Context: an optimization exercise on an open-source flow, tuned for a short achievable clock period and few clock cycles per item. The choices shown serve that exercise and are no tape-out recipe. At most, simulation tests tie the RTL to the original design; equivalence was not proved. The RTL of runs 4 and 5 was laid out without a check of its function. The clock cells of runs 3 to 5 come from the design's own scripts or RTL, not from TritonCTS. The flow treats the clock pin as an ideal source. Dropping or thinning the clock tree relies on that and would not hold on a real chip. Power figures rest on the tool's default switching activity, not on a simulated workload.

### design.v
module dram_controller #
  (
    parameter   integer NUMBER_OF_COLUMNS = 8,
    parameter   integer NUMBER_OF_ROWS = 128,
    parameter   integer NUMBER_OF_BANKS = 8,
    parameter   integer REFRESH_RATE = 125,  
    parameter   integer CLK_FREQUENCY = 100,  
    parameter   integer U_DATA_WIDTH = 2,
    parameter   integer DRAM_DATA_WIDTH = 2,
    parameter integer COLUMN_WIDTH = $clog2(NUMBER_OF_COLUMNS/DRAM_DATA_WIDTH),
    parameter integer ROW_WIDTH = $clog2(NUMBER_OF_ROWS),
    parameter integer BANK_ID_WIDTH = $clog2(NUMBER_OF_BANKS),
    parameter integer U_ADDR_WIDTH = BANK_ID_WIDTH + ROW_WIDTH + COLUMN_WIDTH,
    parameter integer CYCLES_BETWEEN_REFRESH = CLK_FREQUENCY*REFRESH_RATE - 100,
    parameter integer DRAM_ADDR_WIDTH = ROW_WIDTH > COLUMN_WIDTH ? ROW_WIDTH : COLUMN_WIDTH,
    parameter integer REFRESH_COUNTER_WIDTH = $clog2(CYCLES_BETWEEN_REFRESH)
  )
  (
    input                         u_rst_n,
    input                         u_clk,
    input                         u_en,
    input   [U_ADDR_WIDTH-1:0]    u_addr,
    input   [U_DATA_WIDTH-1:0]    u_data_i,
    input                         u_cmd,
    output  [U_DATA_WIDTH-1:0]    u_data_o,
    output                        u_data_valid,
    output                        u_cmd_ack,
    output                        u_busy,
    input   [DRAM_DATA_WIDTH-1:0]   dram_rd_data,
    input                           dram_refresh_done,
    output  [DRAM_DATA_WIDTH-1:0]   dram_wr_data,
    output  [DRAM_ADDR_WIDTH-1:0]   dram_addr,
    output  [BANK_ID_WIDTH-1:0]     dram_bank_id,
    output                          dram_cs_n,
    output                          dram_ras_n,
    output                          dram_cas_n,
    output                          dram_we_n,
    output                          dram_clk_en
  );
    localparam integer NB = NUMBER_OF_BANKS;
    localparam integer REF_BLOCKS = 97;    
    reg                         irv;
    reg [NB-1:0]                ir_boh;     
    reg [BANK_ID_WIDTH-1:0]     ir_bank;
    reg [ROW_WIDTH-1:0]         ir_row;
    reg [COLUMN_WIDTH-1:0]      ir_col;
    reg                         ir_wr;
    reg [U_DATA_WIDTH-1:0]      ir_data;
    reg                         h_pre, h_act, h_col;
    reg [NB-1:0]                h_boh;
    reg [BANK_ID_WIDTH-1:0]     h_bank;
    reg [ROW_WIDTH-1:0]         h_row;
    reg [ROW_WIDTH-1:0]         h_prow;     
    reg [COLUMN_WIDTH-1:0]      h_cadr;
    reg                         h_wr;
    reg [U_DATA_WIDTH-1:0]      h_data;
    reg [NB-1:0]                open_r;
    reg [ROW_WIDTH-1:0]         orow_r [0:NB-1];
    reg                         ras_r, cas_r, we_r;
    reg [DRAM_ADDR_WIDTH-1:0]   addr_r;
    reg [BANK_ID_WIDTH-1:0]     bank_r;
    reg [DRAM_DATA_WIDTH-1:0]   wdata_r;
    reg                         busy_r;
    reg                         ack_r;
    reg                         rd0_r, rd1_r, valid_r;
    reg [U_DATA_WIDTH-1:0]      data_o_r;
    reg [6:0]                   rlo_r;      
    reg                         rlo_end_r;  
    reg [6:0]                   rhi_r;      
    reg                         rpend_r;    
    reg                         rfsh_r;     
    reg [NB-1:0]                rb_r;       
    reg [BANK_ID_WIDTH-1:0]     rbn_r;      
    assign u_cmd_ack    = ack_r;
    assign u_busy       = busy_r;
    assign u_data_valid = valid_r;
    assign u_data_o     = data_o_r;
    assign dram_wr_data = wdata_r;
    assign dram_addr    = addr_r;
    assign dram_bank_id = bank_r;
    assign dram_cs_n    = 1'b0;
    assign dram_ras_n   = ras_r;
    assign dram_cas_n   = cas_r;
    assign dram_we_n    = we_r;
    assign dram_clk_en  = 1'b1;
    integer b;
    reg                  ir_open, ir_hit;
    reg [ROW_WIDTH-1:0]  ir_orow, rb_orow;
    always @* begin
      ir_open = 1'b0;
      ir_hit  = 1'b0;
      ir_orow = 0;
      rb_orow = 0;
      for (b = 0; b < NB; b = b + 1) begin
        ir_open = ir_open | (ir_boh[b] & open_r[b]);
        ir_hit  = ir_hit  | (ir_boh[b] & open_r[b] & (orow_r[b] == ir_row));
        ir_orow = ir_orow | ({ROW_WIDTH{ir_boh[b]}} & orow_r[b]);
        rb_orow = rb_orow | ({ROW_WIDTH{rb_r[b]}} & orow_r[b]);
      end
    end
    wire h_busy    = h_pre || h_act;             
    wire h_free    = !h_busy && !rfsh_r;
    wire ir_move   = irv && h_free;
    wire ir_load   = !irv || h_free;
    wire take_ok   = u_en && !(rpend_r && !rfsh_r);
    wire accept    = ir_load && take_ok;
    wire drain     = !irv && !h_pre && !h_act && !h_col && rpend_r && !rfsh_r;
    wire do_rpre   = drain && |(rb_r & open_r);
    wire do_ref    = drain && (open_r == 0);
    wire [BANK_ID_WIDTH-1:0] u_bank = u_addr[ROW_WIDTH+COLUMN_WIDTH +: BANK_ID_WIDTH];
    always @(posedge u_clk) begin
      if (!u_rst_n) begin
        irv <= 1'b0;
        h_pre <= 1'b0; h_act <= 1'b0; h_col <= 1'b0;
        ack_r <= 1'b0;
        ras_r <= 1'b1; cas_r <= 1'b1; we_r <= 1'b1;
        busy_r <= 1'b0;
        open_r <= 0;
        rd0_r <= 1'b0;
        rd1_r <= 1'b0;
        valid_r <= 1'b0;
        rlo_r <= 0;
        rlo_end_r <= 1'b0;
        rhi_r <= 0;
        rpend_r <= 1'b0;
        rfsh_r <= 1'b0;
        rb_r <= 1;
        rbn_r <= 0;
      end else begin
        ack_r <= accept;
        if (ir_load) irv <= take_ok;
        if (ir_move) begin
          h_pre <= ir_open && !ir_hit;
          h_act <= !ir_open;
          h_col <= ir_hit;
        end else if (!rfsh_r) begin
          h_pre <= 1'b0;
          h_act <= h_pre;
          h_col <= h_act;
        end
        ras_r <= !(h_pre || h_act || do_rpre || do_ref);
        cas_r <= !(h_col || do_ref);
        we_r  <= !(h_pre || do_rpre || do_ref || (h_col && h_wr));
        rd0_r <= h_col && !h_wr;
        rd1_r <= rd0_r;
        valid_r <= rd1_r;
        busy_r <= h_pre || h_act || h_col || do_rpre || do_ref || irv;
        for (b = 0; b < NB; b = b + 1) begin
          if (h_boh[b] && h_pre) open_r[b] <= 1'b0;
          if (h_boh[b] && h_act) open_r[b] <= 1'b1;
          if (rb_r[b] && do_rpre) open_r[b] <= 1'b0;
        end
        if (rfsh_r) begin
          if (dram_refresh_done) begin
            rfsh_r <= 1'b0;
            rpend_r <= 1'b0;
            rlo_r <= 0;
            rlo_end_r <= 1'b0;
            rhi_r <= 0;
          end
        end else begin
          rlo_r <= rlo_r + 1'b1;
          rlo_end_r <= (rlo_r == 7'd126);
          if (rlo_end_r) rhi_r <= rhi_r + 1'b1;
          if (rhi_r == REF_BLOCKS) rpend_r <= 1'b1;
          if (do_ref) rfsh_r <= 1'b1;
        end
        if (drain) begin
          rb_r <= {rb_r[NB-2:0], rb_r[NB-1]};
          rbn_r <= rbn_r + 1'b1;
        end
      end
    end
    always @(posedge u_clk) begin
      if (ir_load) begin
        for (b = 0; b < NB; b = b + 1) ir_boh[b] <= (u_bank == b);
        ir_bank <= u_bank;
        ir_row  <= u_addr[COLUMN_WIDTH +: ROW_WIDTH];
        ir_col  <= u_addr[COLUMN_WIDTH-1:0];
        ir_wr   <= u_cmd;
        ir_data <= u_data_i;
      end
      if (ir_move) begin
        h_boh  <= ir_boh;
        h_bank <= ir_bank;
        h_row  <= ir_row;
        h_prow <= ir_orow;
        h_cadr <= ir_col;
        h_wr   <= ir_wr;
        h_data <= ir_data;
      end
      for (b = 0; b < NB; b = b + 1)
        if (h_boh[b] && h_act) orow_r[b] <= h_row;
      addr_r  <= h_col ? {{(DRAM_ADDR_WIDTH-COLUMN_WIDTH){1'b0}}, h_cadr} :
                 h_pre ? h_prow :
                 h_act ? h_row : rb_orow;
      bank_r  <= (h_pre || h_act || h_col) ? h_bank : rbn_r;
      wdata_r <= h_data;
      data_o_r <= dram_rd_data;
    end
endmodule
### run.sh
#!/bin/bash
# synth_recipe.tcl (not shown) runs the flow's synth.tcl, then flattens the netlist and writes it again
# the make line also repeats each setting of config.mk as NAME=value (left out here)
make -C /OpenROAD-flow-scripts/flow DESIGN_CONFIG=/design/flow/config.mk WORK_HOME=/design/flow/orfs CLKGATE_MAP_FILE= SYNTH_SCRIPT=/design/flow/synth_recipe.tcl finish
### config.mk
export PLATFORM = sky130hd
export DESIGN_NAME = dram_controller
export DESIGN_NICKNAME = dram_controller
export VERILOG_FILES = /design/flow/design.v
export SDC_FILE = /design/flow/constraint.sdc
export NUM_CORES = 4
export LEC_CHECK = 0
export ABC_CLOCK_PERIOD_IN_PS = 1500
export CAP_MARGIN = 20
export CORE_MARGIN = 2
export CORE_UTILIZATION = 60
export CTS_CLUSTER_DIAMETER = 100
export CTS_CLUSTER_SIZE = 40
export SETUP_SLACK_MARGIN = 3.5
export SLEW_MARGIN = 20
### constraint.sdc
create_clock -name core_clock -period 5.0 [get_ports {u_clk}]
set_input_delay 1.0000 -clock core_clock [delete_from_list [all_inputs] [get_ports {u_clk}]]
set_output_delay 1.0000 -clock core_clock [all_outputs]
set_load 0.01 [all_outputs]
==> summary.md, run 1 <==
| Metric | Value |
|---|---|
| Max-slew headroom | `59.14%` |
| WS Path Type | `reg2reg` |
| Startpoint Class | `flip-flop` |
| Clk_skew | `0.008680 ns` |
| Combinational share of power | `7.6%` |
| Initial core utilization | `62.01%` |
| Core Box Area | `11,560 um2` |
| Switch Pwr | `0.7130 mW` |
| Filler cell count | `702` |
| Post-synth EDFFs | `109` |
| Antenna viol nets, final | `0` |
| H-tree Lvls | `4` |
| Most common cell after layout, fill and taps aside | `edfxtp_1` |
| Post-synthesis sequential area ratio | `62.94%` |
| First-pass GRT wire length | `31,900 um` |
| Setup TNS | `0 ns` |
| Slew Limit Fails | `0` |
| FFs w/ async S/R, synth | `0%` |
| Worst Setup SP | `ir_boh[2]` |
| Pwr Density | `343.1 nW/um2` |
| Die Area | `12,840 um2` |
| CP Capture Type | `flip-flop` |
| Total track usage | `34.43%` |
| First drt pass iteration count | `5` |
| GRT overflow | `0` |
| Clock buffer depth | `2` |
| Slew @ Worst Pin | `0.6088 ns` |
| Worst skew pair latency | `0.44 ns` |
| Mean Syn Cell Area | `12.16 um2` |
| Highest routed metal layer | `met4` |
| Synth cell types | `49` |
| Synthesized netlist net count | `616` |
| Main synth FF type | `edfxtp_1` |
| Final GP Congestion | `0.9175` |
| Via Count | `5,679` |
| RSZ-0062 raised after global routing | `true` |
| Mapped cell area | `7172 um2` |
| Clk sinks | `171` |
| Final hold vios | `0` |
| Die H | `113.3 um` |
| Crit path max fanout | `10` |
| Drt wl/cell | `26.47 um` |
| Total routed wirelength | `22,270 um` |
| Initial DRC count | `683` |
| Row count | `39` |
| Vias per cell | `6.753` |
| Final nets | `711` |
| Worst EP required | `5.29 ns` |
| Outcome | `finished clean` |
| Met2 WL post-DR | `10,530 um` |
| Initial antenna violation count | `0` |
| Worst Hold Slack | `0.3448 ns` |
| Metal3 WL | `2021 um` |
| Period minus WS final | `1.941 ns` |
| CTS tree | `built` |
| Maximum clock frequency | `515.2 MHz` |
| Ant diodes | `0` |
| HP Start | `h_data[0]` |
| Area delta synth->final | `28.63%` |
| Die width | `113.3 um` |
| Crit path DAT | `2.23 ns` |
| Crit share post-route | `38.82%` |
| Clock power share | `41.8%` |
| Pin count of the biggest net entering global routing | `30` |
| Reg2reg start | `ir_boh[2]` |
| Final setup fails | `0` |
| Peak supply drop | `0.2596 mV` |
| Max-Cap Viols | `0` |
| Fraction of layout cells with a size suffix above 1 | `34.10%` |
| Met1 WL | `8331 um` |
| Clock-pin slew on the worst setup and hold paths | `0.07 ns` |
| Post-Synthesis Cells | `590` |
| CTS Buf Count | `17` |
| Int Pwr | `2.452 mW` |
| Number of buffers added on ports | `40` |
| Switching part of the total | `22.53%` |
| Hold crit path type | `reg2reg` |
| DRC violation count after routing | `0` |
| Detailed Place HPWL | `11,960 um` |
| Register bit total from synthesis | `171` |
| Root Buffer Master | `clkbuf_16` |
| Highest-count cells in the layout ignoring fill and taps | `edfxtp_1, a22oi_1, buf_4` |
| Leak | `3.266 nW` |
| Syn. warnings | `2` |
| I/O pins | `43` |
| Vias in the first global route | `5,613` |
| Power share of the sequential group | `50.5%` |
[power by group through the flow]
| stage | Combinational, mW | Clock, mW | Sequential, mW |
|---|---|---|---|
| detailed placement | 0.156 | 0 | 1.65 |
| finish | 0.242 | 1.32 | 1.60 |
| global route | 0.255 | 1.39 | 1.60 |
| floorplan | 0.112 | 0 | 1.61 |
| global placement | 0.153 | 0 | 1.65 |
| CTS | 0.217 | 1.33 | 1.59 |
[layout make-up]
class	count	area, um2	share of cell area, %
clock buffer	21	440.4	4.774
clock inverter	11	145.1	1.573
inverter	6	31.28	0.3391
multi-input combinational	372	2828	30.65
sequential	171	4552	49.34
tap	143	178.9	1.940
timing repair buffer	117	1050	11.38
[Yosys cell counts, types with 3 or more instances]
master	count	area, um2
nor4_1	13	81.33
buf_2	10	50.05
nor3_1	4	20.02
clkbuf_1	27	101.4
nor3b_1	4	30.03
a21oi_1	37	185.2
or3_1	4	25.02
o21ai_0	16	80.08
dfxtp_1	62	1241
buf_4	3	22.52
nor2_1	27	101.4
a22o_1	3	26.28
xor2_1	22	192.7
nand4_1	19	118.9
nand2b_1	3	18.77
inv_1	6	22.52
o31ai_1	3	22.52
a221oi_1	3	26.28
a22oi_1	57	427.9
xnor2_1	37	324.1
and2_1	12	75.07
edfxtp_1	109	3273
mux2_2	6	67.56
a21boi_0	8	60.06
a41oi_1	5	43.79
nand2_1	37	138.9
ha_1	5	62.56
nand3_1	12	60.06
or2_2	3	18.77
[path summary, 6_finish.rpt]
check | endpoint | slack (ns) | cells after the start
min | wdata_r[0] | 0.34 | 0
max reg2reg | h_act | 3.06 | 4
max | h_act | 3.06 | 4
min reg2reg | wdata_r[0] | 0.34 | 0
[routing by layer]
metal	GRT usage [%]	up-vias
li1	-	2403
met1	43.79	2753
met2	54.93	409
met3	7.874	114
met4	19.11	0
met5	0	-
[worst max-delay path, cell delays in order, from the launching register on]
cell	delay (ns)
edfxtp_1	0.69
a22oi_1	0.13
and4_1	0.27
a311oi_1	0.57
a211oi_2	0.13
[sequential cells by signal, indices dropped and copies added (netlist names), 7 cells and up]
register / count
rlo_r: 7
ir_row: 7
orow_r: 56
h_boh: 8
rhi_r: 7
h_row: 7
addr_r: 7
ir_boh: 8
open_r: 8
h_prow: 7
rb_r: 8
[through the flow]
step / utilization [%] / power, mW / instance area [um2] / worst slack (ns) / cells
after floorplan: - / 1.727 / 7284 / 3.008 / 590
after global placement: 66.14 / 1.802 / 7649 / 2.257 / 734
after detailed placement: 66.14 / 1.807 / 7649 / 2.134 / 734
after CTS: 76.65 / 3.137 / 8865 / 3.120 / 828
after global routing: 79.77 / 3.245 / 9225 / 2.934 / 841
final: 79.77 / 3.165 / 9225 / 3.059 / 841
[kinds of logic (layout without fill, tap and decap cells)]
group / Yosys count / in the layout / share of synthesized area [%]
mux: 8 / 8 / 1.221
other cells: 2 / 2 / 0.1047
buf+inv: 48 / 155 / 2.844
xor+xnor: 59 / 59 / 7.205
flops: 171 / 171 / 62.94
fa+ha+maj: 5 / 5 / 0.8723
simple gates: 149 / 150 / 10.90
compound gates: 148 / 148 / 13.90
[what timing repair did]
action | CTS | global route
setup buffers | 60 | 13
gates cloned | 2 | 0
pin swaps | 37 | 27
endpoints found under the hold margin | 0 | 0
endpoints found under the setup margin | 155 | 109
resized for setup | 163 | 73
hold buffers | 0 | 0
Testbench counts, summed over its fixed seeds: cycles 244,277, items 160,000.
==> inputs of run 2 (changes only) <==
--- a/config.mk
+++ b/config.mk
@@ -10,5 +10,3 @@
 export CORE_MARGIN = 2
-export CORE_UTILIZATION = 60
-export CTS_CLUSTER_DIAMETER = 100
-export CTS_CLUSTER_SIZE = 40
+export CORE_UTILIZATION = 40
 export SETUP_SLACK_MARGIN = 3.5
==> run 2 against run 1 <==
Against the previous run: clock-buffer cell count shrank 1; first-iteration DRC count shrank 25%; largest cell class unchanged; still clean on timing, DRC and antenna; clock power is essentially flat; cell count grew 11%; largest power group unchanged; critical path depth shrank 3.
==> summary.md, run 2 <==
| Metric | Value |
|---|---|
| Vias in the first global route | `5,293 (was 5,613)` |
| Die Area | `19,020 um2 (was 12,840 um2)` |
| Clock-pin slew on the worst setup and hold paths | `0.07 ns (about the same)` |
| R2R setup slack | `3.19 ns (was 3.06 ns)` |
| Row count | `48 (was 39)` |
| Period minus WS final | `1.867 ns (was 1.941 ns)` |
| HP Start | `h_data[0] (unchanged)` |
| Post-Synthesis Cells | `590 (unchanged)` |
| Syn. warnings | `2 (unchanged)` |
| Final nets | `724 (was 711)` |
| Crit path cell chain | `buf_2 (was a22oi_1 > and4_1 > a311oi_1 > a211oi_2)` |
| Leak | `3.296 nW (was 3.266 nW)` |
| Final hold vios | `0 (unchanged)` |
| Maximum clock frequency | `535.6 MHz (was 515.2 MHz)` |
| Area delta synth->final | `30.50% (was 28.63%)` |
| Pin count of the biggest net entering global routing | `30 (unchanged)` |
| Synth cell types | `49 (unchanged)` |
| CP Capture Type | `primary output (was flip-flop)` |
| Register bit total from synthesis | `171 (unchanged)` |
| Crit-path max cell delay | `0.31 ns (was 0.69 ns)` |
| Slew Limit Fails | `0 (unchanged)` |
| First-pass GRT wire length | `29,690 um (was 31,900 um)` |
| Initial core utilization | `41.18% (was 62.01%)` |
| Post-synthesis sequential area ratio | `62.94% (unchanged)` |
| Crit path max fanout | `1 (was 10)` |
| Core Box Area | `17,420 um2 (was 11,560 um2)` |
| RSZ-0062 raised after global routing | `true (unchanged)` |
| Crit path DAT | `0.87 ns (was 2.23 ns)` |
| Startpoint Class | `flip-flop (unchanged)` |
| Via Count | `5,447 (was 5,679)` |
| WS Path Type | `reg2out (was reg2reg)` |
| CTS tree | `built (unchanged)` |
| Clk sinks | `171 (unchanged)` |
| FFs w/ async S/R, synth | `0% (unchanged)` |
| Most common cell after layout, fill and taps aside | `edfxtp_1 (unchanged)` |
| Drt wl/cell | `21.91 um (was 26.47 um)` |
| Synth top area share | `45.64% (unchanged)` |
| Synthesized netlist net count | `616 (unchanged)` |
| WHS Endpoint | `wdata_r[0] (unchanged)` |
| Worst hold stages | `0 (unchanged)` |
| Biggest register | `orow_r (unchanged)` |
| Worst Setup SP | `ack_r (was ir_boh[2])` |
| Mapped cell area | `7172 um2 (unchanged)` |
| Setup TNS | `0 ns (unchanged)` |
| Number of flip-flops in the largest register | `56 (unchanged)` |
| Highest-count cells in the layout ignoring fill and taps | `edfxtp_1, buf_4, a22oi_1 (was edfxtp_1, a22oi_1, buf_4)` |
| First drt pass iteration count | `5 (unchanged)` |
| Initial antenna violation count | `1 (was 0)` |
| Yosys top cell by area | `edfxtp_1 (unchanged)` |
| Root Buffer Master | `clkbuf_16 (unchanged)` |
| Pwr Density | `335.4 nW/um2 (was 343.1 nW/um2)` |
| Clk_skew | `0.008986 ns (was 0.008680 ns)` |
| Top delay family on crit path | `flip-flops (was compound AO/OA/AOI/OAI gates)` |
| Vias per cell | `5.819 (was 6.753)` |
| Max-Cap Viols | `0 (unchanged)` |
| Mean Syn Cell Area | `12.16 um2 (unchanged)` |
| Post-synth EDFFs | `109 (unchanged)` |
| Max-slew headroom | `55.41% (was 59.14%)` |
| Reg2reg start | `ir_row[0] (was ir_boh[2])` |
| CTS Buf Count | `17 (unchanged)` |
| Worst skew pair latency | `0.43 ns (was 0.44 ns)` |
| Fraction of layout cells with a size suffix above 1 | `33.90% (was 34.10%)` |
| DP Worst Slack | `2.178 ns (was 2.134 ns)` |
| Synth top area cells | `edfxtp_1, dfxtp_1, a22oi_1, xnor2_1, xor2_1 (unchanged)` |
| Main synth FF type | `edfxtp_1 (unchanged)` |
| Final GP Congestion | `0.9233 (was 0.9175)` |
| Peak supply drop | `0.2124 mV (was 0.2596 mV)` |
| Outcome | `finished clean (unchanged)` |
| Number of buffers added on ports | `40 (unchanged)` |
| Detailed Place HPWL | `11,970 um (was 11,960 um)` |
| Worst EP required | `4.00 ns (was 5.29 ns)` |
| Clock buffer depth | `2 (unchanged)` |
| Total track usage | `21.74% (was 34.43%)` |
| Final setup fails | `0 (unchanged)` |
| Synth cell count leaders | `edfxtp_1, dfxtp_1, a22oi_1 (unchanged)` |
| DRC violation count after routing | `0 (unchanged)` |
| Hold crit path type | `reg2reg (unchanged)` |
| Final WS setup | `3.133 ns (was 3.059 ns)` |
| I/O pins | `43 (unchanged)` |
| Crit share post-route | `37.34% (was 38.82%)` |
| Initial DRC count | `509 (was 683)` |
| H-tree Lvls | `4 (unchanged)` |
| Slowest CP cell | `dfxtp_1 (was edfxtp_1)` |
| Cells on worst reg2reg path | `7 (was 4)` |
| Die H | `137.9 um (was 113.3 um)` |
| Slew @ Worst Pin | `0.6689 ns (was 0.6088 ns)` |
| GRT overflow | `0 (unchanged)` |
| Die width | `137.9 um (was 113.3 um)` |
| WP buf/inv | `1 (was 0)` |
| Ant diodes | `0 (unchanged)` |
| Reg-to-Reg End | `h_col (was h_act)` |
| Antenna viol nets, final | `0 (unchanged)` |
| Count leader, synth | `edfxtp_1 (unchanged)` |
| Total routed wirelength | `20,510 um (was 22,270 um)` |
run 2: cell counts after synthesis:
No cell type changed its count.
run 2: stage by stage:
stage	utilization [%]	power [mW]	instance area (um2)	std cells	hold slack [ns]
4_1_cts	50.75	3.130	8838	902	0.3506
3_5_place_dp	44.55	1.808	7759	817	0.3357
6_report	53.74	3.139	9359	936	0.3464
5_1_grt	53.74	3.241	9359	936	0.3591
3_3_place_gp	44.55	1.805	7759	817	0.3256
2_1_floorplan	-	1.727	7284	590	0.3233
run 2: how the worst max path moves through the flow:
stage | to | slack, ns | depth (start not counted)
floorplan | h_col | 3.01 | 5
global placement | h_col | 2.25 | 4
detailed placement | h_col | 2.18 | 4
CTS | dram_addr[2] | 3.11 | 1
global route | u_data_o[1] | 3.10 | 1
finish | u_cmd_ack | 3.13 | 1
run 2: report_power, final:
part	switching (mW)	internal [mW]	total, mW
clock network	0.554	0.754	1.31
logic	0.123	0.114	0.237
registers	0.0417	1.55	1.59
run 2: routing by layer:
metal | part of all wire [%] | vias up | track usage, %
met4 | 4.6 | 2 | 11.79
met2 | 47 | 326 | 34.90
met3 | 8.6 | 70 | 6.835
li1 | - | 2434 | -
met1 | 39 | 2615 | 26.11
met5 | 0.034 | - | 0
run 2: cell families (layout without fill, tap and decap cells):
logic type	Yosys count	after routing	synth area share [%]
xor+xnor	59	59	7.205
simple gates	149	150	10.90
flops	171	171	62.94
other cells	2	2	0.1047
mux	8	8	1.221
fa+ha+maj	5	5	0.8723
compound gates	148	148	13.90
buf+inv	48	168	2.844
run 2: area by class of cell:
class,count,area (um2)
multi-input cells,372,2770
repair buffers,130,1120
clock buffers,20,446.7
inverters,6,28.78
clock inverters,12,140.1
flip-flops and latches,171,4572
well taps,225,281.5
fillers,1468,8058
run 2: repair_timing:
item                                    in CTS  in global routing
endpoints found under the setup margin     151                115
resized for setup                          152                 66
hold buffers                                 0                  0
cloned                                       1                  0
pin swaps                                   23                 26
setup buffers                               52                 34
==> inputs of run 3 (changes only) <==
==> flow/run.sh (new file) <==
#!/bin/bash
# The standard layout, with one change: cts_pre.tcl builds a shallow two-level
# clock tree by hand in place of TritonCTS.
set -euo pipefail
export PRE_CTS_TCL="$PWD/flow/cts_pre.tcl"
export FLOW_ROOT_BUF=sky130_fd_sc_hd__clkbuf_16
export FLOW_LEAF_BUF=sky130_fd_sc_hd__clkbuf_16
bash standard.sh finish > standard.log 2>&1
==> flow/cts_pre.tcl (new file) <==
# Two-level clock tree built by hand in place of TritonCTS: the clock sinks
# are split by position into four groups of equal size (halves by x, then each
# half by y), and each group again into four. Each small group gets a leaf
# clkbuf at its centre; each large group a root clkbuf at its centre, driving
# its four leaves; the clock port drives the four roots.
set block [ord::get_db_block]
set db [ord::get_db]
set root_master [$db findMaster $::env(FLOW_ROOT_BUF)]
set leaf_master [$db findMaster $::env(FLOW_LEAF_BUF)]
set clk_net [$block findNet u_clk]

# split a list of {item x y} in four: halves by x, then each by y
proc split4 { items } {
  set byx [lsort -integer -index 1 $items]
  set h [expr {[llength $byx] / 2}]
  set out {}
  foreach half [list [lrange $byx 0 [expr {$h - 1}]] [lrange $byx $h end]] {
    set byy [lsort -integer -index 2 $half]
    set q [expr {[llength $byy] / 2}]
    lappend out [lrange $byy 0 [expr {$q - 1}]] [lrange $byy $q end]
  }
  return $out
}

proc centre { items } {
  set sx 0
  set sy 0
  foreach s $items {
    incr sx [lindex $s 1]
    incr sy [lindex $s 2]
  }
  set n [llength $items]
  return [list [expr {$sx / $n}] [expr {$sy / $n}]]
}

proc add_buf { master name in_net out_net xy } {
  set block [ord::get_db_block]
  set inst [odb::dbInst_create $block $master $name]
  [$inst findITerm A] connect $in_net
  [$inst findITerm X] connect $out_net
  $inst setLocation [expr {[lindex $xy 0] - [$master getWidth] / 2}] \
    [expr {[lindex $xy 1] - [$master getHeight] / 2}]
  $inst setPlacementStatus PLACED
  return $inst
}

set sinks {}
foreach it [$clk_net getITerms] {
  set bb [[$it getInst] getBBox]
  lappend sinks [list $it [expr {([$bb xMin] + [$bb xMax]) / 2}] [expr {([$bb yMin] + [$bb yMax]) / 2}]]
}
puts "clock sinks: [llength $sinks]"
foreach s $sinks { [lindex $s 0] disconnect }

set r 0
foreach group [split4 $sinks] {
  set rnet [odb::dbNet_create $block clknet_r$r]
  $rnet setSigType CLOCK
  add_buf $root_master clkbuf_r$r $clk_net $rnet [centre $group]
  set l 0
  foreach leaf [split4 $group] {
    set lnet [odb::dbNet_create $block clknet_r${r}_l$l]
    $lnet setSigType CLOCK
    add_buf $leaf_master clkbuf_r${r}_l$l $rnet $lnet [centre $leaf]
    foreach s $leaf { [lindex $s 0] connect $lnet }
    puts "leaf $r.$l: [llength $leaf] sinks at [centre $leaf]"
    incr l
  }
  incr r
}
$clk_net setSigType CLOCK

set_propagated_clock [all_clocks]

proc clock_tree_synthesis { args } {
  puts "clock_tree_synthesis skipped: the clock tree was built by cts_pre.tcl"
}
==> standard.sh (new file) <==
#!/bin/bash
# synth_recipe.tcl (not shown) runs the flow's synth.tcl, then flattens the netlist and writes it again
# the make line also repeats each setting of config.mk as NAME=value (left out here)
make -C /OpenROAD-flow-scripts/flow DESIGN_CONFIG=/design/flow/config.mk WORK_HOME=/design/flow/orfs CLKGATE_MAP_FILE= SYNTH_SCRIPT=/design/flow/synth_recipe.tcl "${@:-finish}"
removed: run.sh
==> run 3 against run 2 <==
Against the previous run: highest routed layer is now met4; die area did not move; largest cell class unchanged; maximum frequency grew 3.3%; critical endpoint is now h_pre; first-iteration DRC count fell by 5.1%; still clean on timing, DRC and antenna.
==> summary.md, run 3 <==
| Metric | Value |
|---|---|
| Final core utilization | `51.78% (was 53.74%)` |
| Crit-path max cell delay | `0.38 ns (was 0.31 ns)` |
| Die H | `137.9 um (unchanged)` |
| First drt pass iteration count | `5 (unchanged)` |
| Number of buffers added on ports | `40 (unchanged)` |
| Highest-count cells in the layout ignoring fill and taps | `edfxtp_1, a22oi_1, buf_4 (was edfxtp_1, buf_4, a22oi_1)` |
| Hold crit path type | `reg2reg (unchanged)` |
| FFs w/ async S/R, synth | `0% (unchanged)` |
| Antenna viol nets, final | `0 (unchanged)` |
| Final GP Congestion | `0.9233 (unchanged)` |
| Largest family of logic cells by synthesized area | `compound AO/OA/AOI/OAI gates (unchanged)` |
| Ant diodes | `0 (unchanged)` |
| Initial DRC count | `483 (was 509)` |
| GRT overflow | `0 (unchanged)` |
| Post-synth EDFFs | `109 (unchanged)` |
| Post-synthesis sequential area ratio | `62.94% (unchanged)` |
| Slew Limit Fails | `0 (unchanged)` |
| Max-slew headroom | `58.42% (was 55.41%)` |
| Period minus WS final | `1.807 ns (was 1.867 ns)` |
| Worst EP required | `5.17 ns (was 4.00 ns)` |
| Row count | `48 (unchanged)` |
| Max-Cap Viols | `0 (unchanged)` |
| Outcome | `finished clean (unchanged)` |
| Die width | `137.9 um (unchanged)` |
| Mean Syn Cell Area | `12.16 um2 (unchanged)` |
| Number of flip-flops in the largest register | `56 (unchanged)` |
| Final setup fails | `0 (unchanged)` |
| Vias in the first global route | `5,276 (was 5,293)` |
| Maximum clock frequency | `553.5 MHz (was 535.6 MHz)` |
| WP buf/inv | `3 (was 1)` |
| Total track usage | `20.23% (was 21.74%)` |
| RSZ-0062 raised after global routing | `true (unchanged)` |
| Post-Synth Adder-Cell Area | `0.8723% (unchanged)` |
| Synth top area cells | `edfxtp_1, dfxtp_1, a22oi_1, xnor2_1, xor2_1 (unchanged)` |
| Multi-input gate area | `2693 um2 (was 2770 um2)` |
| Biggest register | `orow_r (unchanged)` |
| Slowest CP cell | `edfxtp_1 (was dfxtp_1)` |
| Total Power | `2.990 mW (was 3.139 mW)` |
| Synth top area share | `45.64% (unchanged)` |
| CP Capture Type | `flip-flop (was primary output)` |
| DRC violation count after routing | `0 (unchanged)` |
| Most common cell after layout, fill and taps aside | `edfxtp_1 (unchanged)` |
| Synth cell types | `49 (unchanged)` |
| Final hold vios | `0 (unchanged)` |
| First-pass GRT wire length | `29,280 um (was 29,690 um)` |
| Synth cell count leaders | `edfxtp_1, dfxtp_1, a22oi_1 (unchanged)` |
| Leak | `3.139 nW (was 3.296 nW)` |
| Worst skew pair latency | `0.29 ns (was 0.43 ns)` |
| Initial antenna violation count | `0 (was 1)` |
| Core Box Area | `17,420 um2 (unchanged)` |
| Pwr Density | `331.6 nW/um2 (was 335.4 nW/um2)` |
| Crit path DAT | `1.97 ns (was 0.87 ns)` |
| Slew @ Worst Pin | `0.6237 ns (was 0.6689 ns)` |
| Setup TNS | `0 ns (unchanged)` |
| Area delta synth->final | `25.75% (was 30.50%)` |
| Crit path max fanout | `6 (was 1)` |
| Drt wl/cell | `22.13 um (was 21.91 um)` |
| Register bit total from synthesis | `171 (unchanged)` |
| Mapped cell area | `7172 um2 (unchanged)` |
| FF/Latch Area | `4561 um2 (was 4572 um2)` |
| Via Count | `5,167 (was 5,447)` |
| Cell mode on critical path | `buf_6` |
| Yosys top cell by area | `edfxtp_1 (unchanged)` |
| Post-Synth XOR/XNOR Area | `7.205% (unchanged)` |
| Crit path cell chain | `buf_6 > buf_6 > buf_6 > xnor2_4 > nand4_1 > nor4_1 > nor2_1 > nand3_2 > o31ai_2 (was buf_2)` |
| R2R setup slack | `3.19 ns (about the same)` |
| Pin count of the biggest net entering global routing | `30 (unchanged)` |
| Clock-pin slew on the worst setup and hold paths | `0.06 ns (was 0.07 ns)` |
| Detailed Place HPWL | `11,970 um (unchanged)` |
| Startpoint Class | `flip-flop (unchanged)` |
| Crit share post-route | `36.14% (was 37.34%)` |
| Synth Area in Simple Gates | `10.90% (unchanged)` |
| Clk_skew | `0.02007 ns (was 0.008986 ns)` |
| # hold bufs at CTS | `0 (unchanged)` |
| Top delay family on crit path | `simple AND/OR/NAND/NOR gates (was flip-flops)` |
| Final nets | `698 (was 724)` |
| Main synth FF type | `edfxtp_1 (unchanged)` |
| Total routed wirelength | `19,810 um (was 20,510 um)` |
| Die Area | `19,020 um2 (unchanged)` |
| Count leader, synth | `edfxtp_1 (unchanged)` |
| Fraction of layout cells with a size suffix above 1 | `28.06% (was 33.90%)` |
| Syn. warnings | `2 (unchanged)` |
| Peak supply drop | `0.2086 mV (was 0.2124 mV)` |
| Synthesized netlist net count | `616 (unchanged)` |
| Vias per cell | `5.773 (was 5.819)` |
| Post-Synthesis Cells | `590 (unchanged)` |
| Filler cell count | `1,511 (was 1,468)` |
| Initial core utilization | `41.18% (unchanged)` |
| Synth Area in Compound Gates | `13.90% (unchanged)` |
| I/O pins | `43 (unchanged)` |
| Worst Hold Slack | `0.3432 ns (was 0.3464 ns)` |
| WS Path Type | `reg2reg (was reg2out)` |
| Proportion of synthesized area in mux cells | `1.221% (unchanged)` |
==> run 3: changes by cell type in the layout (fill, tap and decap cells not counted), sizes merged, moves of 2 or more <==
cell,previous run,this run
dlygate4sd2,3,0
bufinv,2,0
clkbuf,20,23
clkinv,6,0
buf,111,82
clkinvlp,3,0
==> run 3: worst register-to-register path: stages, from the launching register on <==
cell,delay (ns)
edfxtp_1,0.38
buf_6,0.16
buf_6,0.13
buf_6,0.12
xnor2_4,0.14
nand4_1,0.19
nor4_1,0.26
nor2_1,0.11
nand3_2,0.12
o31ai_2,0.08
==> run 3: final timing paths <==
| check | from | to | cells after the start |
|---|---|---|---|
| setup / recovery | ir_row[4] | h_pre | 9 |
| hold / removal | h_data[0] | wdata_r[0] | 0 |
| setup reg to reg | ir_row[4] | h_pre | 9 |
| hold reg to reg | h_data[0] | wdata_r[0] | 0 |
==> run 3: report_power, final <==
group / leakage [nW] / internal (mW) / switching [mW]
Sequential: 1.56 / 1.56 / 0.0404
Combinational: 1.34 / 0.110 / 0.119
Clock: 0.246 / 0.704 / 0.461
Total: 3.14 / 2.37 / 0.620
==> run 3: layout make-up <==
cell class | count | area share (%)
multi-input combinational | 371 | 29.86
sequential | 171 | 50.57
buffer | 20 | 5.549
inverter | 6 | 0.2775
tap | 225 | 3.122
timing repair buffer | 102 | 10.63
==> run 3: cell families (layout without fill, tap and decap cells) <==
kind of cell	count (synthesis)	in the layout
buffers and inverters	48	128
AND/OR/NAND/NOR	149	149
XOR/XNOR	59	59
flip-flops	171	171
AO/OA/AOI/OAI	148	148
other	2	2
adder cells (fa/ha/maj)	5	5
multiplexers	8	8
==> run 3: stage by stage <==
| step | setup WS [ns] | instance area (um2) | std cells |
|---|---|---|---|
| final | 3.193 | 9019 | 895 |
| after global routing | 3.153 | 9019 | 895 |
| after CTS | 3.262 | 8675 | 881 |
| after detailed placement | 2.178 | 7759 | 817 |
| after global placement | 2.245 | 7759 | 817 |
| after floorplan | 3.008 | 7284 | 590 |
==> run 3: repair_timing <==
item | in CTS | in global routing
gates resized for setup | 151 | 55
endpoints found under the setup margin | 152 | 98
setup buffers | 43 | 12
pin swaps | 25 | 9
gates cloned | 1 | 2
==> run 3: metal layers <==
layer	vias to the layer above	wire length [um]	global-route usage, %
li1	2366	-	-
met1	2475	7734	25.70
met2	266	9281	33.83
met3	60	1853	3.838
met4	0	940	8.787
met5	-	0	0
==> inputs of run 4 (changes only) <==
--- a/design.v
+++ b/design.v
@@ -41,9 +41,16 @@
     localparam integer REF_BLOCKS = 97;    
-    reg                         irv;
-    reg [NB-1:0]                ir_boh;     
-    reg [BANK_ID_WIDTH-1:0]     ir_bank;
-    reg [ROW_WIDTH-1:0]         ir_row;
-    reg [COLUMN_WIDTH-1:0]      ir_col;
-    reg                         ir_wr;
-    reg [U_DATA_WIDTH-1:0]      ir_data;
+    reg                         a_v;
+    reg [BANK_ID_WIDTH-1:0]     a_bank;
+    reg [ROW_WIDTH-1:0]         a_row;
+    reg [COLUMN_WIDTH-1:0]      a_col;
+    reg                         a_wr;
+    reg [U_DATA_WIDTH-1:0]      a_data;
+    reg                         b_v;
+    reg [NB-1:0]                b_boh;      
+    reg [BANK_ID_WIDTH-1:0]     b_bank;
+    reg [ROW_WIDTH-1:0]         b_row;
+    reg [COLUMN_WIDTH-1:0]      b_col;
+    reg                         b_wr;
+    reg [U_DATA_WIDTH-1:0]      b_data;
+    reg [NB-1:0]                b_eq;
     reg                         h_pre, h_act, h_col;
@@ -71,4 +78,4 @@
     reg                         rfsh_r;     
-    reg [NB-1:0]                rb_r;       
-    reg [BANK_ID_WIDTH-1:0]     rbn_r;      
+    reg                         drain_r;    
+    reg [BANK_ID_WIDTH-1:0]     rb_r;       
     assign u_cmd_ack    = ack_r;
@@ -85,30 +92,31 @@
     assign dram_clk_en  = 1'b1;
-    integer b;
-    reg                  ir_open, ir_hit;
-    reg [ROW_WIDTH-1:0]  ir_orow, rb_orow;
+    wire h_any   = h_pre || h_act || h_col;
+    wire h_free  = !h_pre && !h_act && !rfsh_r;
+    wire b_move  = b_v && h_free;
+    wire b_load  = !b_v || h_free;
+    wire a_load  = !a_v || b_load;
+    wire take_ok = u_en && !(rpend_r && !rfsh_r);
+    wire accept  = a_load && take_ok;
+    wire do_rpre = drain_r && !rfsh_r && open_r[rb_r];
+    wire do_ref  = drain_r && !rfsh_r && (open_r == 0);
+    integer i;
+    reg                  b_open, b_hit;
+    reg [ROW_WIDTH-1:0]  b_orow;
+    reg [ROW_WIDTH-1:0]  orow_n [0:NB-1];
+    wire [ROW_WIDTH-1:0] b_row_n = b_load ? a_row : b_row;
     always @* begin
-      ir_open = 1'b0;
-      ir_hit  = 1'b0;
-      ir_orow = 0;
-      rb_orow = 0;
-      for (b = 0; b < NB; b = b + 1) begin
-        ir_open = ir_open | (ir_boh[b] & open_r[b]);
-        ir_hit  = ir_hit  | (ir_boh[b] & open_r[b] & (orow_r[b] == ir_row));
-        ir_orow = ir_orow | ({ROW_WIDTH{ir_boh[b]}} & orow_r[b]);
-        rb_orow = rb_orow | ({ROW_WIDTH{rb_r[b]}} & orow_r[b]);
+      b_open = 1'b0;
+      b_hit  = 1'b0;
+      b_orow = 0;
+      for (i = 0; i < NB; i = i + 1) begin
+        b_open = b_open | (b_boh[i] & open_r[i]);
+        b_hit  = b_hit  | (b_boh[i] & open_r[i] & b_eq[i]);
+        b_orow = b_orow | ({ROW_WIDTH{b_boh[i]}} & orow_r[i]);
+        orow_n[i] = (h_act && h_boh[i]) ? h_row : orow_r[i];
       end
     end
-    wire h_busy    = h_pre || h_act;             
-    wire h_free    = !h_busy && !rfsh_r;
-    wire ir_move   = irv && h_free;
-    wire ir_load   = !irv || h_free;
-    wire take_ok   = u_en && !(rpend_r && !rfsh_r);
-    wire accept    = ir_load && take_ok;
-    wire drain     = !irv && !h_pre && !h_act && !h_col && rpend_r && !rfsh_r;
-    wire do_rpre   = drain && |(rb_r & open_r);
-    wire do_ref    = drain && (open_r == 0);
-    wire [BANK_ID_WIDTH-1:0] u_bank = u_addr[ROW_WIDTH+COLUMN_WIDTH +: BANK_ID_WIDTH];
     always @(posedge u_clk) begin
       if (!u_rst_n) begin
-        irv <= 1'b0;
+        a_v <= 1'b0;
+        b_v <= 1'b0;
         h_pre <= 1'b0; h_act <= 1'b0; h_col <= 1'b0;
@@ -126,11 +134,11 @@
         rfsh_r <= 1'b0;
-        rb_r <= 1;
-        rbn_r <= 0;
+        drain_r <= 1'b0;
       end else begin
         ack_r <= accept;
-        if (ir_load) irv <= take_ok;
-        if (ir_move) begin
-          h_pre <= ir_open && !ir_hit;
-          h_act <= !ir_open;
-          h_col <= ir_hit;
+        if (a_load) a_v <= take_ok;
+        if (b_load) b_v <= a_v;
+        if (b_move) begin
+          h_pre <= b_open && !b_hit;
+          h_act <= !b_open;
+          h_col <= b_hit;
         end else if (!rfsh_r) begin
@@ -146,8 +154,9 @@
         valid_r <= rd1_r;
-        busy_r <= h_pre || h_act || h_col || do_rpre || do_ref || irv;
-        for (b = 0; b < NB; b = b + 1) begin
-          if (h_boh[b] && h_pre) open_r[b] <= 1'b0;
-          if (h_boh[b] && h_act) open_r[b] <= 1'b1;
-          if (rb_r[b] && do_rpre) open_r[b] <= 1'b0;
+        busy_r <= h_any || do_rpre || do_ref || a_v || b_v;
+        for (i = 0; i < NB; i = i + 1) begin
+          if (h_boh[i] && h_pre) open_r[i] <= 1'b0;
+          if (h_boh[i] && h_act) open_r[i] <= 1'b1;
+          if (do_rpre && rb_r == i) open_r[i] <= 1'b0;
         end
+        drain_r <= rpend_r && !rfsh_r && !a_v && !b_v && !h_any;
         if (rfsh_r) begin
@@ -167,6 +176,2 @@
         end
-        if (drain) begin
-          rb_r <= {rb_r[NB-2:0], rb_r[NB-1]};
-          rbn_r <= rbn_r + 1'b1;
-        end
       end
@@ -174,25 +179,34 @@
     always @(posedge u_clk) begin
-      if (ir_load) begin
-        for (b = 0; b < NB; b = b + 1) ir_boh[b] <= (u_bank == b);
-        ir_bank <= u_bank;
-        ir_row  <= u_addr[COLUMN_WIDTH +: ROW_WIDTH];
-        ir_col  <= u_addr[COLUMN_WIDTH-1:0];
-        ir_wr   <= u_cmd;
-        ir_data <= u_data_i;
-      end
-      if (ir_move) begin
-        h_boh  <= ir_boh;
-        h_bank <= ir_bank;
-        h_row  <= ir_row;
-        h_prow <= ir_orow;
-        h_cadr <= ir_col;
-        h_wr   <= ir_wr;
-        h_data <= ir_data;
-      end
-      for (b = 0; b < NB; b = b + 1)
-        if (h_boh[b] && h_act) orow_r[b] <= h_row;
+      if (a_load) begin
+        a_bank <= u_addr[ROW_WIDTH+COLUMN_WIDTH +: BANK_ID_WIDTH];
+        a_row  <= u_addr[COLUMN_WIDTH +: ROW_WIDTH];
+        a_col  <= u_addr[COLUMN_WIDTH-1:0];
+        a_wr   <= u_cmd;
+        a_data <= u_data_i;
+      end
+      if (b_load) begin
+        for (i = 0; i < NB; i = i + 1) b_boh[i] <= (a_bank == i);
+        b_bank <= a_bank;
+        b_row  <= a_row;
+        b_col  <= a_col;
+        b_wr   <= a_wr;
+        b_data <= a_data;
+      end
+      for (i = 0; i < NB; i = i + 1) b_eq[i] <= (b_row_n == orow_n[i]);
+      if (b_move) begin
+        h_boh  <= b_boh;
+        h_bank <= b_bank;
+        h_row  <= b_row;
+        h_prow <= b_orow;
+        h_cadr <= b_col;
+        h_wr   <= b_wr;
+        h_data <= b_data;
+      end
+      for (i = 0; i < NB; i = i + 1)
+        if (h_boh[i] && h_act) orow_r[i] <= h_row;
+      if (drain_r && !rfsh_r) rb_r <= rb_r + 1'b1;
       addr_r  <= h_col ? {{(DRAM_ADDR_WIDTH-COLUMN_WIDTH){1'b0}}, h_cadr} :
                  h_pre ? h_prow :
-                 h_act ? h_row : rb_orow;
-      bank_r  <= (h_pre || h_act || h_col) ? h_bank : rbn_r;
+                 h_act ? h_row : orow_r[rb_r];
+      bank_r  <= h_any ? h_bank : rb_r;
       wdata_r <= h_data;
--- a/flow/run.sh
+++ b/flow/run.sh
@@ -7,2 +7,3 @@
 export FLOW_LEAF_BUF=sky130_fd_sc_hd__clkbuf_16
+export FLOW_LEAF_SPLIT=2
 bash standard.sh finish > standard.log 2>&1
--- a/flow/cts_pre.tcl
+++ b/flow/cts_pre.tcl
@@ -2,3 +2,3 @@
 # are split by position into four groups of equal size (halves by x, then each
-# half by y), and each group again into four. Each small group gets a leaf
+# half by y), and each group again into FLOW_LEAF_SPLIT (two by x, or four). Each small group gets a leaf
 # clkbuf at its centre; each large group a root clkbuf at its centre, driving
@@ -10,2 +10,9 @@
 set clk_net [$block findNet u_clk]
+
+# split a list of {item x y} in two, by x
+proc split2 { items } {
+  set byx [lsort -integer -index 1 $items]
+  set h [expr {[llength $byx] / 2}]
+  return [list [lrange $byx 0 [expr {$h - 1}]] [lrange $byx $h end]]
+}
 
@@ -60,3 +67,3 @@
   set l 0
-  foreach leaf [split4 $group] {
+  foreach leaf [split$::env(FLOW_LEAF_SPLIT) $group] {
     set lnet [odb::dbNet_create $block clknet_r${r}_l$l]
==> run 4 against run 3 <==
Against the previous run: still clean on timing, DRC and antenna; die area increased by 9.6%; sequential power rose by 19%; cell count grew 18%; sequential share of layout area down 8.6 points; critical path type unchanged; clock skew down 0.0012 ns; highest routed layer unchanged; largest cell class unchanged; area after synthesis grew 9.9%; critical endpoint is now b_eq[7].
==> summary.md, run 4 <==
| Metric | Value |
|---|---|
| Outcome | `finished clean (unchanged)` |
| WS Path Type | `reg2reg (unchanged)` |
| Final WS setup | `2.805 ns (was 3.193 ns)` |
| Clock-pin slew on the worst setup and hold paths | `0.09 ns (was 0.06 ns)` |
| Initial core utilization | `40.63% (was 41.18%)` |
| Mean Syn Cell Area | `12.07 um2 (was 12.16 um2)` |
| Via Count | `6,028 (was 5,167)` |
| Synthesized netlist net count | `684 (was 616)` |
| Hold crit path type | `reg2reg (unchanged)` |
| Final setup fails | `0 (unchanged)` |
| Pin count of the biggest net entering global routing | `33 (was 30)` |
| Crit path DAT | `2.42 ns (was 1.97 ns)` |
| Register bit total from synthesis | `188 (was 171)` |
| I/O pins | `43 (unchanged)` |
| First-pass GRT wire length | `34,670 um (was 29,280 um)` |
| Area delta synth->final | `34.01% (was 25.75%)` |
| Clock power share | `25.5% (was 39.0%)` |
| Fraction of layout cells with a size suffix above 1 | `42.23% (was 28.06%)` |
| Drt wl/cell | `22.23 um (was 22.13 um)` |
| Synth Area in Simple Gates | `9.970% (was 10.90%)` |
| Initial DRC count | `625 (was 483)` |
| Int Pwr | `2.517 mW (was 2.371 mW)` |
| Synth cell types | `55 (was 49)` |
| Clk_skew | `0.01889 ns (was 0.02007 ns)` |
| Count leader, synth | `dfxtp_1 (was edfxtp_1)` |
| Combinational share of power | `19.0% (was 7.6%)` |
| Synth Area in Compound Gates | `11.53% (was 13.90%)` |
| Post-synth EDFFs | `64 (was 109)` |
| Period minus WS final | `2.195 ns (was 1.807 ns)` |
| Post-Synthesis Cells | `653 (was 590)` |
| Number of flip-flops in the largest register | `56 (unchanged)` |
| Highest-count cells in the layout ignoring fill and taps | `dfxtp_1, buf_4, mux2_2, edfxtp_1, a22oi_1 (was edfxtp_1, a22oi_1, buf_4)` |
| Die H | `144.4 um (was 137.9 um)` |
| Pwr Density | `324.6 nW/um2 (was 331.6 nW/um2)` |
| Placed Area | `8606 um2 (was 7759 um2)` |
| Final GP Congestion | `0.9398 (was 0.9233)` |
| DP Worst Slack | `2.167 ns (was 2.178 ns)` |
| Core Box Area | `19,400 um2 (was 17,420 um2)` |
| Final hold vios | `0 (unchanged)` |
| Total Power | `3.429 mW (was 2.990 mW)` |
| DRC violation count after routing | `0 (unchanged)` |
| Total track usage | `21.82% (was 20.23%)` |
| Yosys top cell by area | `dfxtp_1 (was edfxtp_1)` |
| Total routed wirelength | `23,480 um (was 19,810 um)` |
| Die Area | `20,840 um2 (was 19,020 um2)` |
| Post-Synth XOR/XNOR Area | `6.445% (was 7.205%)` |
| Largest family of logic cells by synthesized area | `multiplexers (was compound AO/OA/AOI/OAI gates)` |
| Startpoint Class | `flip-flop (unchanged)` |
| Synth cell count leaders | `dfxtp_1, mux2_2, edfxtp_1 (was edfxtp_1, dfxtp_1, a22oi_1)` |
| # hold bufs at CTS | `0 (unchanged)` |
| Synth top area cells | `dfxtp_1, edfxtp_1, mux2_2, a22oi_1, xnor2_1 (was edfxtp_1, dfxtp_1, a22oi_1, xnor2_1, xor2_1)` |
| Maximum clock frequency | `455.5 MHz (was 553.5 MHz)` |
| Initial antenna violation count | `1 (was 0)` |
| Synth top area share | `31.50% (was 45.64%)` |
| First drt pass iteration count | `6 (was 5)` |
| RSZ-0062 raised after global routing | `true (unchanged)` |
| Die width | `144.4 um (was 137.9 um)` |
| CP Capture Type | `flip-flop (unchanged)` |
| GRT overflow | `0 (unchanged)` |
| Worst EP required | `5.23 ns (was 5.17 ns)` |
| Slew @ Worst Pin | `0.7384 ns (was 0.6237 ns)` |
| Row count | `51 (was 48)` |
| FFs w/ async S/R, synth | `0% (unchanged)` |
| Mapped cell area | `7881 um2 (was 7172 um2)` |
| Max-Cap Viols | `0 (unchanged)` |
| Slew Limit Fails | `0 (unchanged)` |
| Vias per cell | `5.708 (was 5.773)` |
| Worst Hold Slack | `0.3417 ns (was 0.3432 ns)` |
| Max-slew headroom | `50.67% (was 58.42%)` |
| Crit share post-route | `43.91% (was 36.14%)` |
| Biggest register | `orow_r (unchanged)` |
| Power share of the sequential group | `55.5% (was 53.4%)` |
| Main synth FF type | `dfxtp_1 (was edfxtp_1)` |
| Peak supply drop | `0.2340 mV (was 0.2086 mV)` |
| Setup TNS | `0 ns (unchanged)` |
| Vias in the first global route | `5,987 (was 5,276)` |
| Final nets | `824 (was 698)` |
| Antenna viol nets, final | `0 (unchanged)` |
| Proportion of synthesized area in mux cells | `12.16% (was 1.221%)` |
| Post-Synth Adder-Cell Area | `1.588% (was 0.8723%)` |
| Number of buffers added on ports | `40 (unchanged)` |
| Worst skew pair latency | `0.29 ns (about the same)` |
| Switching part of the total | `26.59% (was 20.73%)` |
| Leak | `3.957 nW (was 3.139 nW)` |
| Ant diodes | `0 (unchanged)` |
| Detailed Place HPWL | `14,270 um (was 11,970 um)` |
| Cell area after layout | `10,560 um2 (was 9019 um2)` |
| Crit path max fanout | `7 (was 6)` |
| Most common cell after layout, fill and taps aside | `dfxtp_1 (was edfxtp_1)` |
| Post-synthesis sequential area ratio | `55.88% (was 62.94%)` |
| Syn. warnings | `3 (was 2)` |
| Switch Pwr | `0.9116 mW (was 0.6198 mW)` |
-- run 4: layout make-up --
| type | count | area [um2] |
|---|---|---|
| inverter | 17 | 90.09 |
| fill | 1603 | 8837 |
| timing repair inverter | 2 | 13.76 |
| timing repair buffer | 151 | 1401 |
| tap | 265 | 331.6 |
| multi-input combinational | 421 | 3994 |
| sequential | 188 | 4431 |
| buffer | 12 | 300.3 |
-- run 4: critical path: stages (launching register included) --
cell and delay [ns]:
dfxtp_4 0.36, buf_12 0.12, nor3_4 0.21, nor2b_4 0.09, clkinv_8 0.10, buf_6 0.13, mux2i_4 0.33, xnor2_2 0.14
nor4_2 0.31, and4_4 0.30
-- run 4: metrics by stage --
| step | util [%] | std cells |
|---|---|---|
| global route | 54.44 | 1056 |
| CTS | 51.85 | 1028 |
| floorplan | - | 653 |
| detailed placement | 44.36 | 930 |
| finish | 54.44 | 1056 |
| global placement | 44.36 | 930 |
-- run 4: final timing paths --
path	start	to	slack, ns	cells past startpoint
max	h_pre	b_eq[7]	2.80	9
min	h_data[0]	wdata_r[0]	0.34	0
max reg2reg	h_pre	b_eq[7]	2.80	9
min reg2reg	h_data[0]	wdata_r[0]	0.34	0
-- run 4: cells by family after synthesis --
kind of cell / Yosys count
DFF: 188
and+or+nand+nor: 147
AOI/OAI and AO/OA: 125
muxes: 77
xor gates and xnor gates: 58
buffers and inverters: 46
adders and majority gates: 10
other: 2
-- run 4: timing repair --
item / CTS / global route
pin swaps: 51 / 33
gates resized for setup: 217 / 52
setup endpoints to repair: 186 / 113
buffers inserted: 82 / 27
gates cloned: 4 / 1
-- run 4: per-layer routing --
layer,track usage [%],vias to the layer above,share of wire [%]
met5,0,-,0
met4,7.971,0,3.9
met3,4.338,66,8.9
met2,36.49,294,48
met1,28.11,2965,40
li1,-,2703,-
-- run 4: power groups by stage --
stage / sequential [mW] / combinational (mW) / clock [mW]
global placement: 1.93 / 0.468 / 0
CTS: 1.89 / 0.585 / 0.892
global route: 1.91 / 0.692 / 0.947
detailed placement: 1.93 / 0.476 / 0
floorplan: 1.86 / 0.349 / 0
finish: 1.90 / 0.652 / 0.874
==> inputs of run 5 (changes only) <==
--- a/flow/run.sh
+++ b/flow/run.sh
@@ -7,3 +7,3 @@
 export FLOW_LEAF_BUF=sky130_fd_sc_hd__clkbuf_16
-export FLOW_LEAF_SPLIT=2
+export FLOW_LEAF_SPLIT=4
 bash standard.sh finish > standard.log 2>&1
==> run 5 against run 4 <==
Against the previous run: global-route usage grew 0.087 points; sequential power hardly changed; core utilization down 0.72 points; setup slack better by 0.071 ns; maximum frequency is 3.3% higher; first-iteration DRC count up 4.0%; synthesized cell count did not move; area after synthesis unchanged; critical endpoint is now b_eq[2]; power rose by 9.0%; flip-flop and latch count is the same; cell count fell by 1.4%; sequential share of layout area rose by 0.55 points.
==> summary.md, run 5 <==
| Metric | Value |
|---|---|
| Startpoint Class | `flip-flop (unchanged)` |
| Max-slew headroom | `51.34% (was 50.67%)` |
| Detailed Place HPWL | `14,270 um (unchanged)` |
| Maximum clock frequency | `470.7 MHz (was 455.5 MHz)` |
| Final GP Congestion | `0.9398 (unchanged)` |
| FFs w/ async S/R, synth | `0% (unchanged)` |
| Biggest register | `orow_r (unchanged)` |
| Final core utilization | `53.72% (was 54.44%)` |
| Outcome | `finished clean (unchanged)` |
| CP Capture Type | `flip-flop (unchanged)` |
| Ant diodes | `0 (unchanged)` |
| Final WS setup | `2.876 ns (was 2.805 ns)` |
| Slew @ Worst Pin | `0.7284 ns (was 0.7384 ns)` |
| Number of flip-flops in the largest register | `56 (unchanged)` |
| DP Worst Slack | `2.167 ns (unchanged)` |
| WP buf/inv | `2 (was 3)` |
| Crit path cell chain | `nor3_4 > nor2b_4 > clkinv_8 > mux2i_4 > buf_12 > xnor2_2 > nor4_4 > and4_1 (was buf_12 > nor3_4 > nor2b_4 > clkinv_8 > buf_6 > mux2i_4 > xnor2_2 > nor4_2 > and4_4)` |
| Worst EP required | `5.23 ns (about the same)` |
| Crit path DAT | `2.35 ns (was 2.42 ns)` |
| First-pass GRT wire length | `34,780 um (was 34,670 um)` |
| Slew Limit Fails | `0 (unchanged)` |
| Synthesized netlist net count | `684 (unchanged)` |
| Core Box Area | `19,400 um2 (unchanged)` |
| Clk_skew | `0.02576 ns (was 0.01889 ns)` |
| Initial antenna violation count | `0 (was 1)` |
| Peak supply drop | `0.1873 mV (was 0.2340 mV)` |
| Fraction of layout cells with a size suffix above 1 | `39.43% (was 42.23%)` |
| Total routed wirelength | `23,010 um (was 23,480 um)` |
| Worst skew pair latency | `0.30 ns (was 0.29 ns)` |
| Reg-to-Reg End | `b_eq[2] (was b_eq[7])` |
| Register bit total from synthesis | `188 (unchanged)` |
| Area delta synth->final | `32.23% (was 34.01%)` |
| Die width | `144.4 um (unchanged)` |
| Mean Syn Cell Area | `12.07 um2 (unchanged)` |
| Total track usage | `21.91% (was 21.82%)` |
| Final setup fails | `0 (unchanged)` |
| Cells on worst reg2reg path | `8 (was 9)` |
| Most common cell after layout, fill and taps aside | `dfxtp_1 (unchanged)` |
| Initial DRC count | `650 (was 625)` |
| WHS Endpoint | `wdata_r[0] (unchanged)` |
| # hold bufs at CTS | `0 (unchanged)` |
| Via Count | `5,968 (was 6,028)` |
| Slowest CP cell | `dfxtp_4 (unchanged)` |
| Reg2reg start | `h_act (was h_pre)` |
| Row count | `51 (unchanged)` |
| Leak | `3.883 nW (was 3.957 nW)` |
| Synth top area cells | `dfxtp_1, edfxtp_1, mux2_2, a22oi_1, xnor2_1 (unchanged)` |
| Synth cell count leaders | `dfxtp_1, mux2_2, edfxtp_1 (unchanged)` |
| GRT overflow | `0 (unchanged)` |
| Crit path max fanout | `10 (was 7)` |
| Clock-pin slew on the worst setup and hold paths | `0.06 ns (was 0.09 ns)` |
| HP Start | `h_data[0] (unchanged)` |
| Total Power | `3.736 mW (was 3.429 mW)` |
| Crit share post-route | `42.49% (was 43.91%)` |
| Vias per cell | `5.733 (was 5.708)` |
| Yosys top cell by area | `dfxtp_1 (unchanged)` |
| Initial core utilization | `40.63% (unchanged)` |
| Highest-count cells in the layout ignoring fill and taps | `dfxtp_1, mux2_2, edfxtp_1, buf_4, a22oi_1 (was dfxtp_1, buf_4, mux2_2, edfxtp_1, a22oi_1)` |
| Drt wl/cell | `22.10 um (was 22.23 um)` |
| RSZ-0062 raised after global routing | `true (unchanged)` |
| Post-synthesis sequential area ratio | `55.88% (unchanged)` |
| R2R setup slack | `2.88 ns (was 2.80 ns)` |
| Die Area | `20,840 um2 (unchanged)` |
| Post-synth EDFFs | `64 (unchanged)` |
| Post-Synthesis Cells | `653 (unchanged)` |
| Max-Cap Viols | `0 (unchanged)` |
| Antenna viol nets, final | `0 (unchanged)` |
| Synth cell types | `55 (unchanged)` |
| Die H | `144.4 um (unchanged)` |
| Worst hold stages | `0 (unchanged)` |
| Filler cell count | `1,626 (was 1,603)` |
| First drt pass iteration count | `10 (was 6)` |
| Syn. warnings | `3 (unchanged)` |
| Crit-path max cell delay | `0.43 ns (was 0.36 ns)` |
| Setup TNS | `0 ns (unchanged)` |
| Pin count of the biggest net entering global routing | `33 (unchanged)` |
| Final hold vios | `0 (unchanged)` |
| Vias in the first global route | `5,937 (was 5,987)` |
| WS Path Type | `reg2reg (unchanged)` |
| Hold crit path type | `reg2reg (unchanged)` |
| Number of buffers added on ports | `40 (unchanged)` |
| Final nets | `809 (was 824)` |
| Main synth FF type | `dfxtp_1 (unchanged)` |
| Period minus WS final | `2.124 ns (was 2.195 ns)` |
| Mapped cell area | `7881 um2 (unchanged)` |
| DRC violation count after routing | `0 (unchanged)` |
| Top delay family on crit path | `simple AND/OR/NAND/NOR gates (unchanged)` |
| Count leader, synth | `dfxtp_1 (unchanged)` |
| Pwr Density | `358.5 nW/um2 (was 324.6 nW/um2)` |
| Synth top area share | `31.50% (unchanged)` |
| I/O pins | `43 (unchanged)` |
-- run 5: cell counts after synthesis --
Identical to the previous run, type by type.
-- run 5: power breakdown --
part,internal [mW],leakage (nW),switching (mW)
clock network,0.707,0.246,0.509
registers,1.75,1.68,0.155
logic,0.320,1.96,0.298
-- run 5: cells by family (layout without fill, tap and decap cells) --
| family | Yosys count | after routing | share of synthesized area (%) |
|---|---|---|---|
| buf+inv | 46 | 168 | 2.334 |
| simple gates | 147 | 148 | 9.970 |
| xor+xnor | 58 | 58 | 6.446 |
| flops | 188 | 188 | 55.88 |
| compound gates | 125 | 125 | 11.53 |
| mux | 77 | 77 | 12.16 |
| fa+ha+maj | 10 | 10 | 1.588 |
| other cells | 2 | 2 | 0.09529 |
-- run 5: worst reg2reg max path, stage by stage (launching register included) --
cell      delay (ns)
dfxtp_4         0.43
nor3_4          0.08
nor2b_4         0.20
clkinv_8        0.15
mux2i_4         0.26
buf_12          0.14
xnor2_2         0.14
nor4_4          0.38
and4_1          0.29
-- run 5: how the worst max path moves through the flow --
stage | cells past startpoint | to | startpoint | slack [ns]
after floorplan | 8 | addr_r[2] | rb_r[0] | 3.12
after global placement | 8 | b_eq[2] | h_pre | 2.11
after detailed placement | 8 | b_eq[3] | h_pre | 2.17
after CTS | 9 | b_eq[5] | h_pre | 2.87
after global routing | 8 | b_eq[5] | b_v | 2.82
final | 8 | b_eq[2] | h_act | 2.88
-- run 5: final cells by class --
| cell class | count | area, um2 | area share, % |
|---|---|---|---|
| Sequential cell | 188 | 4429 | 42.50 |
| Timing Repair Buffer | 129 | 1189 | 11.41 |
| Tap cell | 265 | 331.6 | 3.182 |
| Timing Repair inverter | 2 | 13.76 | 0.1321 |
| Inverter | 17 | 87.58 | 0.8404 |
| Multi-Input combinational cell | 420 | 3870 | 37.14 |
| Buffer | 20 | 500.5 | 4.803 |
-- run 5: repair_timing --
| action | CTS | global route |
|---|---|---|
| cloned | 4 | 0 |
| endpoints found under the setup margin | 186 | 114 |
| setup buffers | 72 | 15 |
| pin swaps | 43 | 20 |
| resized for setup | 203 | 38 |
-- run 5: through the flow --
stage	hold WS (ns)	cells	area [um2]
floorplan	0.3233	653	8015
global placement	0.3309	930	8606
detailed placement	0.3269	930	8606
CTS	0.3422	1026	10130
global route	0.3502	1041	10420
finish	0.3423	1041	10420
-- run 5: layer usage --
metal	part of all wire (%)	vias to the layer above	global-route usage [%]
li1	-	2686	-
met1	41	2924	29.32
met2	48	294	36.82
met3	7.7	64	3.377
met4	3.5	0	6.490
met5	0	-	0

-- what the ideal ports hide --
The flow's constraints put no driver on any port. The routed layouts listed below were extracted and timed again, unchanged, in two steps. Step 1: set_driving_cell puts a clkbuf_16 on u_clk and a buf_2 on each other input, an assumption about the parent block. Step 2, shift: input delay + t, output delay - t, t = (earliest + latest rising clock arrival at the registers) / 2. This alone moves slack from input paths to output paths. a / b / c = ideal ports / drivers / drivers and shift; a / b = the first two.
run	t, ns	setup WS [ns]	worst setup path after step 2	pins driven straight from the clock port
run 1	0.473	3.059 / 3.059 / 3.019	input to register	1
run 2	0.475	3.133 / 3.085 / 2.936	input to register	1
run 3	0.373	3.193 / 3.193 / 3.132	input to register	4
run 4	0.379	2.805 / 2.805 / 2.805	register to register	4
run 5	0.379	2.876 / 2.876 / 2.876	register to register	4
After both steps setup and hold are still met in every run listed. For run 2, which loses most, drivers alone change the setup slack by -0.048 ns; drivers and shift together by -0.197 ns.
